Background: an optimization exercise with open tools, aiming at small area, a short achievable clock period and few clock cycles. Do not read the settings as production practice.
Where RTL was checked, it was by simulation tests only, not by an equivalence proof against the original.
Power and IR drop assume default switching activity.

== delta ==
==> flow/design.v <==
module adder(
    input   [7:0]   a,
    input   [7:0]   b,
    input           ci,
    output  [7:0]   s,
    output          co
);
    wire    [7:0]   g0 = a & b;
    wire    [7:0]   p0 = a ^ b;
    wire    [7:0]   g1, p1;
    wire    [7:0]   g2, p2;
    wire    [7:0]   g3, p3;
    genvar i;
    generate
        for (i = 0; i < 8; i = i + 1) begin : l1
            if (i % 2 == 1) begin : c
                assign g1[i] = g0[i] | (p0[i] & g0[i - 1]);
                assign p1[i] = p0[i] & p0[i - 1];
            end else begin : k
                assign g1[i] = g0[i];
                assign p1[i] = p0[i];
            end
        end
        for (i = 0; i < 8; i = i + 1) begin : l2
            if (i % 4 >= 2) begin : c
                assign g2[i] = g1[i] | (p1[i] & g1[i - (i % 4) + 1]);
                assign p2[i] = p1[i] & p1[i - (i % 4) + 1];
            end else begin : k
                assign g2[i] = g1[i];
                assign p2[i] = p1[i];
            end
        end
        for (i = 0; i < 8; i = i + 1) begin : l3
            if (i >= 4) begin : c
                assign g3[i] = g2[i] | (p2[i] & g2[3]);
                assign p3[i] = p2[i] & p2[3];
            end else begin : k
                assign g3[i] = g2[i];
                assign p3[i] = p2[i];
            end
        end
    endgenerate
    wire    [7:0]   c = g3 | (p3 & {8{ci}});
    assign s = p0 ^ {c[6:0], ci};
    assign co = c[7];
endmodule
module dec16(
    input   [3:0]   a,
    output  [15:0]  y
);
    wire    [3:0]   l, h;
    dec4n ul(.a(a[1:0]), .y(l));
    dec4n uh(.a(a[3:2]), .y(h));
    genvar i;
    generate
        for (i = 0; i < 16; i = i + 1) begin : g
            nor2m u(.a(l[i % 4]), .b(h[i / 4]), .y(y[i]));
        end
    endgenerate
endmodule
module dec4n(
    input   [1:0]   a,
    output  [3:0]   y
);
    assign y = ~{a[1] & a[0], a[1] & ~a[0], ~a[1] & a[0], ~a[1] & ~a[0]};
endmodule
module nor2m(
    input           a,
    input           b,
    output          y
);
    assign y = ~(a | b);
endmodule
module ao222n(
    input           a0, b0, a1, b1, a2, b2,
    output          y
);
    assign y = ~((a0 & b0) | (a1 & b1) | (a2 & b2));
endmodule
module ao22n(
    input           a0, b0, a1, b1,
    output          y
);
    assign y = ~((a0 & b0) | (a1 & b1));
endmodule
module nand6(
    input   [5:0]   a,
    output          y
);
    assign y = ~(&a);
endmodule
module rbit(
    input   [15:0]  d,
    input   [15:0]  e,
    output          y
);
    wire    [5:0]   n;
    ao222n u0(d[0], e[0], d[1], e[1], d[2], e[2], n[0]);
    ao222n u1(d[3], e[3], d[4], e[4], d[5], e[5], n[1]);
    ao222n u2(d[6], e[6], d[7], e[7], d[8], e[8], n[2]);
    ao222n u3(d[9], e[9], d[10], e[10], d[11], e[11], n[3]);
    ao22n  u4(d[12], e[12], d[13], e[13], n[4]);
    ao22n  u5(d[14], e[14], d[15], e[15], n[5]);
    nand6  u6(n, y);
endmodule
module rport(
    input   [127:0] q,
    input   [15:0]  e,
    output  [7:0]   y
);
    genvar b, i;
    generate
        for (b = 0; b < 8; b = b + 1) begin : gb
            wire    [15:0]  col;
            for (i = 0; i < 16; i = i + 1) begin : gi
                assign col[i] = q[8 * i + b];
            end
            rbit u(.d(col), .e(e), .y(y[b]));
        end
    endgenerate
endmodule
module sap1(
    input           clk,
    input           rst,
    input           mem_we,
    input   [3:0]   mem_addr,
    input   [7:0]   mem_wdata,
    output  [7:0]   mem_rdata,
    output  [7:0]   out,
    output          cf,
    output          zf,
    output          halted
);
    reg     [7:0]   ir;          
    reg     [3:0]   pc;          
    reg     [7:0]   a;
    reg             c, z;
    reg     [7:0]   o;
    reg             h;           
    reg             hs;          
    reg     [7:0]   ram [0:15];
    wire    [3:0]   op = ir[7:4];
    wire    [3:0]   x = ir[3:0];
    wire            hlt = (op == 4'hf);
    assign out = o;
    assign cf = c;
    assign zf = z;
    assign halted = h | (!rst & hlt);
    wire    [127:0] q;
    genvar i;
    generate
        for (i = 0; i < 16; i = i + 1) begin : gq
            assign q[8 * i + 7 : 8 * i] = ram[i];
        end
    endgenerate
    wire    [3:0]   ma = (rst | hs) ? mem_addr : x;
    wire    [15:0]  me;
    wire    [7:0]   m;
    dec16 u_mdec(.a(ma), .y(me));
    rport u_mport(.q(q), .e(me), .y(m));
    assign mem_rdata = m;
    wire            jump = (op == 4'h6) | (op == 4'h7 & c) | (op == 4'h8 & z);
    wire    [3:0]   fa = rst ? 4'h0 : jump ? x : pc;
    wire    [15:0]  fe;
    wire    [7:0]   rd;
    dec16 u_fdec(.a(fa), .y(fe));
    rport u_fport(.q(q), .e(fe), .y(rd));
    wire            we = rst ? mem_we : (!h & op == 4'h4);
    wire    [7:0]   wd = rst ? mem_wdata : a;
    generate
        for (i = 0; i < 16; i = i + 1) begin : gw
            always @(posedge clk) begin
                if (we & me[i]) ram[i] <= wd;
            end
        end
    endgenerate
    wire    [7:0]   nxt = (we && ma == fa) ? wd : rd;
    always @(posedge clk) begin
        ir <= nxt;
        hs <= (!rst & (h | hlt)) | (nxt[7:4] == 4'hf);
    end
    wire            s = op[0];
    wire    [7:0]   t;
    wire            co;
    adder u_add(.a(a), .b(m ^ {8{s}}), .ci(s), .s(t), .co(co));
    wire    [7:0]   za = s ? a : (~a + 8'd1);
    always @(posedge clk or posedge rst) begin
        if (rst) begin
            pc <= 4'h1;
            a <= 8'b0;
            c <= 1'b0;
            z <= 1'b0;
            o <= 8'b0;
            h <= 1'b0;
        end else if (!h) begin
            pc <= fa + 4'h1;
            case (op)
                4'h1: a <= m;
                4'h2, 4'h3: begin
                    a <= t;
                    c <= co ^ s;
                    z <= (m == za);
                end
                4'h5: a <= {4'b0, x};
                4'he: o <= a;
                4'hf: h <= 1'b1;
                default: ;
            endcase
        end
    end
endmodule
==> flow/config.mk <==
export PLATFORM = sky130hd
export DESIGN_NAME = sap1
export DESIGN_NICKNAME = sap1
export VERILOG_FILES = /design/flow/design.v
export SDC_FILE = /design/flow/constraint.sdc
export NUM_CORES = 4
export LEC_CHECK = 0
export CAP_MARGIN = 20
export CORE_MARGIN = 2
export CORE_UTILIZATION = 55
export CTS_BUF_LIST = sky130_fd_sc_hd__clkbuf_8
export SETUP_SLACK_MARGIN = 2.5
export SLEW_MARGIN = 20
export SYNTH_HIERARCHICAL = 1
==> flow/constraint.sdc <==
create_clock -name core_clock -period 6.5 [get_ports {clk}]
set_input_delay 1.3000 -clock core_clock [delete_from_list [all_inputs] [get_ports {clk}]]
set_output_delay 1.3000 -clock core_clock [all_outputs]
set_load 0.01 [all_outputs]
run.sh (not shown) runs the stock make flow with config.mk's settings and CLKGATE_MAP_FILE= SYNTH_SCRIPT=/design/flow/synth_recipe.tcl, a recipe that flattens the netlist after the stock synthesis.
#### Input delta (amber over delta)
-- flow/design.v --
<<< delta, line 138
    reg     [7:0]   o;
    reg             h;           
    reg             hs;          
    reg     [7:0]   ram [0:15];
    wire    [3:0]   op = ir[7:4];
>>> amber, line 138
    reg     [7:0]   o;
    reg             h;           
    reg     [7:0]   ram [0:15];
    wire    [3:0]   op = ir[7:4];
<<< delta, line 154
        end
    endgenerate
    wire    [3:0]   ma = (rst | hs) ? mem_addr : x;
    wire    [15:0]  me;
    wire    [7:0]   m;
    dec16 u_mdec(.a(ma), .y(me));
    rport u_mport(.q(q), .e(me), .y(m));
    assign mem_rdata = m;
    wire            jump = (op == 4'h6) | (op == 4'h7 & c) | (op == 4'h8 & z);
    wire    [3:0]   fa = rst ? 4'h0 : jump ? x : pc;
>>> amber, line 153
        end
    endgenerate
    wire    [15:0]  me;
    wire    [7:0]   m;
    dec16 u_mdec(.a(x), .y(me));
    rport u_mport(.q(q), .e(me), .y(m));
    wire    [15:0]  pe;
    dec16 u_pdec(.a(mem_addr), .y(pe));
    rport u_pport(.q(q), .e(pe), .y(mem_rdata));
    wire            jump = (op == 4'h6) | (op == 4'h7 & c) | (op == 4'h8 & z);
    wire    [3:0]   fa = rst ? 4'h0 : jump ? x : pc;
<<< delta, line 166
    dec16 u_fdec(.a(fa), .y(fe));
    rport u_fport(.q(q), .e(fe), .y(rd));
    wire            we = rst ? mem_we : (!h & op == 4'h4);
    wire    [7:0]   wd = rst ? mem_wdata : a;
    generate
        for (i = 0; i < 16; i = i + 1) begin : gw
            always @(posedge clk) begin
                if (we & me[i]) ram[i] <= wd;
            end
        end
    endgenerate
    wire    [7:0]   nxt = (we && ma == fa) ? wd : rd;
    always @(posedge clk) begin
        ir <= nxt;
        hs <= (!rst & (h | hlt)) | (nxt[7:4] == 4'hf);
    end
    wire            s = op[0];
>>> amber, line 166
    dec16 u_fdec(.a(fa), .y(fe));
    rport u_fport(.q(q), .e(fe), .y(rd));
    wire            sta = !h & (op == 4'h4);
    wire    [7:0]   wd = rst ? mem_wdata : a;
    generate
        for (i = 0; i < 16; i = i + 1) begin : gw
            always @(posedge clk) begin
                if (rst ? mem_we & pe[i] : sta & me[i]) ram[i] <= wd;
            end
        end
    endgenerate
    wire            fwd = rst ? mem_we & (mem_addr == 4'h0) : sta & (x == fa);
    wire    [7:0]   nxt = fwd ? wd : rd;
    always @(posedge clk) begin
        ir <= nxt;
    end
    wire            s = op[0];
<<< delta, line 184
    wire            co;
    adder u_add(.a(a), .b(m ^ {8{s}}), .ci(s), .s(t), .co(co));
    wire    [7:0]   za = s ? a : (~a + 8'd1);
    always @(posedge clk or posedge rst) begin
>>> amber, line 184
    wire            co;
    adder u_add(.a(a), .b(m ^ {8{s}}), .ci(s), .s(t), .co(co));
    wire    [7:0]   ca = s ? a : ~a;
    wire    [7:0]   za = s ? a : (~a + 8'd1);
    always @(posedge clk or posedge rst) begin
<<< delta, line 199
                4'h2, 4'h3: begin
                    a <= t;
                    c <= co ^ s;
                    z <= (m == za);
                end
>>> amber, line 200
                4'h2, 4'h3: begin
                    a <= t;
                    c <= (m > ca);
                    z <= (m == za);
                end
Notes after the runs:
Any difference in sequential power between amber and delta is small enough to ignore.
delta has a higher buffer and inverter count on the worst path than amber.
Compared with delta, amber shows total power higher by about 4.7%.
For delta, the launch point of the worst path was rst, unlike amber, where it was mem_addr[3].
On sequential cell area in the final layout, amber and delta are neck and neck.
The most congested layer reported by global routing comes out met1 in one run and met2 in the other, namely in delta and amber respectively.
[compare] base=delta new=amber: global-route usage increased by 3.8 points relative to the old numbers, global-route wire length before repair went up about 26%.
Testbench counts of amber, summed over its fixed seeds: cycles 18,992.
For delta, only the layout was checked, not whether the RTL still works.

what the ideal ports hide:
No port has a modelled driver above. Below, the same layouts with a new extraction and two added sets of constraints.
Step 1: set_driving_cell puts a clkbuf_16 on clk and a buf_2 on each other input, an assumption about the parent block.
Step 2 adds t to the input delays and takes it off the output delays; t is the mean of the earliest and latest rising clock arrival at the registers after step 1. Input paths then give back, and output paths get back, about the clock's delay inside the block.
a / b / c = ideal / step 1 / step 2; a / b = the first two.
| run | shift t [ns] | slack for setup (ns) | clock arrival spread, ns | worst register clock-pin slew, ns |
|---|---|---|---|---|
| delta | 0.508 | 1.792 / 1.740 / 1.325 | 0.014 / 0.013 | 0.10 / 0.10 |
| amber | 0.508 | 2.294 / 2.243 / 2.206 | 0.017 / 0.017 | 0.11 / 0.11 |
After both steps setup and hold are still met in every run listed. The setup slack of delta, which loses most, moves by -0.052 ns with the drivers and by -0.467 ns with both steps.
